Source: an optimization exercise on an open RTL-to-GDS flow (aim: small area). Production flows keep margins and buffers that such runs may drop.
The RTL was checked by simulation tests, not by an equivalence proof against the original design.
The clock input has no modelled driver; a real chip could not lean on it and would need a root buffer or a full tree.
Power and IR drop assume default switching activity.

==> module Elevator, before the edit <==
module Elevator(CLOCK_50, reset_n, SW, HEX0, LEDR, GPIO);
	input [5:0] SW;
	output [2:0] LEDR;
	output [4:0] GPIO;
	output [6:0] HEX0;
	input CLOCK_50;
	input reset_n;
	localparam [15:0] TICK_START = 16'h676B;
	localparam [15:0] TICK_END   = 16'h7AFD;
	localparam [15:0] TICK_POL   = 16'hAAAA;
	reg [15:0] tick_r;
	wire [15:0] tick = tick_r ^ TICK_POL;
	wire wrap = &(tick | ~TICK_END);
	wire [15:0] tick_next = (reset_n == 1'b0 || wrap) ? TICK_START :
	                        {tick[14:0], ~(tick[15] ^ tick[6])};
	reg delay;
	always @(posedge CLOCK_50)
	begin
		tick_r <= tick_next ^ TICK_POL;
		delay <= reset_n & wrap;
	end
	localparam [15:0] Q_NEXT0 = 16'b1011001010110010;
	localparam [15:0] Q_NEXT1 = 16'b0000101001111011;
	localparam [15:0] Q_NEXT2 = 16'b1010000100011111;
	localparam [15:0] Q_NEXT3 = 16'b1100000111100011;
	localparam [15:0] SEG0 = 16'b1100110000000000;
	localparam [15:0] SEG1 = 16'b0001010100010101;
	localparam [15:0] SEG2 = 16'b0011000100000001;
	localparam [15:0] SEG3 = 16'b1001100011001000;
	localparam [15:0] SEG4 = 16'b1000100010101100;
	localparam [15:0] SEG5 = 16'b1110000010100000;
	localparam [15:0] SEG6 = 16'b1000000010000011;
	localparam [3:0] Q_0 = 4'd1, Q_3 = 4'd5, Q_15 = 4'd12;
	reg [3:0] q;
	reg stop;
	wire [3:0] q_next = {Q_NEXT3[q], Q_NEXT2[q], Q_NEXT1[q], Q_NEXT0[q]};
	always @(posedge CLOCK_50)
	begin
		if (reset_n == 1'b0 || SW[0] == 1'b0 || q == Q_15)
			q <= Q_0;
		else if (delay)
			q <= q_next;
	end
	always @(posedge CLOCK_50)
	begin
		if (reset_n == 1'b0)
			stop <= 1'b0;
		else if (q == Q_3)
			stop <= 1'b1;
	end
	assign HEX0 = {SEG6[q], SEG5[q], SEG4[q], SEG3[q], SEG2[q], SEG1[q], SEG0[q]};
	StepperControl driver(CLOCK_50, reset_n, SW[3], SW[4], stop, wrap, LEDR[2:0], GPIO[3:0]);
	assign GPIO[4] = 1'b0;
endmodule
Settings: LEC_CHECK=0, CAP_MARGIN=20, CORE_AREA=2 2 61 61, DIE_AREA=0 0 63 63, GPL_TIMING_DRIVEN=0, SLEW_MARGIN=20; clock period 10.0 ns.
standard.sh (not shown) runs the stock make flow with config.mk's settings and CLKGATE_MAP_FILE= SYNTH_SCRIPT=/design/flow/synth_recipe.tcl, a recipe that flattens the netlist after the stock synthesis.
==> flow/flow/run.sh <==
#!/bin/bash
# Layout flow: the standard ORFS flow (standard.sh) with
#  - synthesis mapped for area (flow/synth_area.tcl), kept only if its
#    registers are exactly the standard synthesis's (same names and cells),
#    with the smallest buffer for pass-through outputs;
#  - ports buffered with the smallest buffer;
#  - a one-level clock tree (flow/cts_pre.tcl);
set -euo pipefail
here=$(pwd)
res="$here/orfs/results/$FLOW_PLATFORM/Elevator/base"

regs() {
  # register instance, cell and output net of a synthesised netlist
  awk '/sky130_fd_sc_hd__df/ {cell=$1; name=$2} cell && /\.Q\(/ {print name, cell, $0; cell=""}' "$1" | sed 's/  */ /g' | sort
}

# 1. the standard synthesis, for reference
bash standard.sh synth > "$here/synth_standard.log" 2>&1
cp "$res/1_2_yosys.v" "$here/synth_standard.v"
regs "$here/synth_standard.v" > "$here/regs_standard.txt"

# 2. the area-mapped synthesis
rm -f "$res"/1_*
bash standard.sh synth SYNTH_SCRIPT="$here/flow/synth_area.tcl" \
  MIN_BUF_CELL_AND_PORTS="sky130_fd_sc_hd__buf_1 A X" > "$here/synth_area.log" 2>&1
regs "$res/1_2_yosys.v" > "$here/regs_area.txt"
if ! cmp -s "$here/regs_standard.txt" "$here/regs_area.txt"; then
  echo "registers differ from the standard synthesis: using the standard synthesis" | tee -a "$here/synth_area.log"
  rm -f "$res"/1_*
  bash standard.sh synth > "$here/synth_standard2.log" 2>&1
fi

# 3. the layout
bash standard.sh finish \
  BUFFER_PORTS_ARGS="-buffer_cell sky130_fd_sc_hd__buf_1" \
  PRE_CTS_TCL="$here/flow/cts_pre.tcl" \
  CORE_UTILIZATION= \
  > "$here/layout.log" 2>&1
Other scripts of this flow, unchanged in this note and not shown: flow/flow/abc_area1.script, flow/flow/abc_area10.script, flow/flow/abc_area11.script, flow/flow/abc_area12.script, flow/flow/abc_area2.script, flow/flow/abc_area3.script, flow/flow/abc_area4.script, flow/flow/abc_area6.script, flow/flow/abc_area8.script, flow/flow/abc_area9.script, flow/flow/cts_pre.tcl, flow/flow/synth_area.tcl
The baseline completed without violations.
==> next run, changes <==
--- a/flow/design.v
+++ b/flow/design.v
@@ -19,20 +19,20 @@
 	begin
 		tick_r <= tick_next ^ TICK_POL;
 		delay <= reset_n & wrap;
 	end
-	localparam [15:0] Q_NEXT0 = 16'b1011001010110010;
-	localparam [15:0] Q_NEXT1 = 16'b0000101001111011;
-	localparam [15:0] Q_NEXT2 = 16'b1010000100011111;
-	localparam [15:0] Q_NEXT3 = 16'b1100000111100011;
-	localparam [15:0] SEG0 = 16'b1100110000000000;
-	localparam [15:0] SEG1 = 16'b0001010100010101;
-	localparam [15:0] SEG2 = 16'b0011000100000001;
-	localparam [15:0] SEG3 = 16'b1001100011001000;
-	localparam [15:0] SEG4 = 16'b1000100010101100;
-	localparam [15:0] SEG5 = 16'b1110000010100000;
-	localparam [15:0] SEG6 = 16'b1000000010000011;
-	localparam [3:0] Q_0 = 4'd1, Q_3 = 4'd5, Q_15 = 4'd12;
+	localparam [15:0] Q_NEXT0 = 16'b0111000010001111;
+	localparam [15:0] Q_NEXT1 = 16'b1010101010101010;
+	localparam [15:0] Q_NEXT2 = 16'b1100110011001100;
+	localparam [15:0] Q_NEXT3 = 16'b1111000011110000;
+	localparam [15:0] SEG0 = 16'b0101000010100000;
+	localparam [15:0] SEG1 = 16'b1010110010010000;
+	localparam [15:0] SEG2 = 16'b1010101000000000;
+	localparam [15:0] SEG3 = 16'b0001100100101010;
+	localparam [15:0] SEG4 = 16'b0001010100100110;
+	localparam [15:0] SEG5 = 16'b0101001100000100;
+	localparam [15:0] SEG6 = 16'b1001000101000000;
+	localparam [3:0] Q_0 = 4'd6, Q_3 = 4'd2, Q_15 = 4'd11;
 	reg [3:0] q;
 	reg stop;
 	wire [3:0] q_next = {Q_NEXT3[q], Q_NEXT2[q], Q_NEXT1[q], Q_NEXT0[q]};
 	always @(posedge CLOCK_50)
The changed run produced a clean layout.
Routed wire length drops by a few percent.
Total power decreases slightly.
Setup slack is better by 0.017 ns.
Global-route usage shrinks by 1.1 points.
Hold slack gains 0.0095 ns.
First-iteration DRC count goes up by well over a third.
In every run of this note, the design's own scripts or RTL, not TritonCTS, make the clock network.

-- static timing again, ports no longer ideal --
Ports are ideal in the flow. The routed layouts listed here were re-timed in OpenROAD.
Step 1 (the two cells are an assumption about what drives the block):
set clk [get_ports {CLOCK_50}]
set_driving_cell -lib_cell sky130_fd_sc_hd__clkbuf_16 $clk
set_driving_cell -lib_cell sky130_fd_sc_hd__buf_2 [delete_from_list [all_inputs] $clk]
Step 2 also shifts input and output timing later by t, the mid clock arrival at the registers, as if the neighbouring blocks saw the same clock.
a / b / c = ideal / step 1 / step 2; a / b = the first two.
run	t, ns	slack for setup (ns)	worst register clock-pin slew, ns	pins driven straight from the clock port
the first run	0.175	5.385 / 5.360 / 5.360	0.10 / 0.10	3
the second run	0.171	5.402 / 5.379 / 5.379	0.10 / 0.10	3
After both steps setup and hold are still met in every run listed. The setup slack of the first run, which loses most, moves by -0.025 ns with the drivers and by -0.025 ns with both steps.
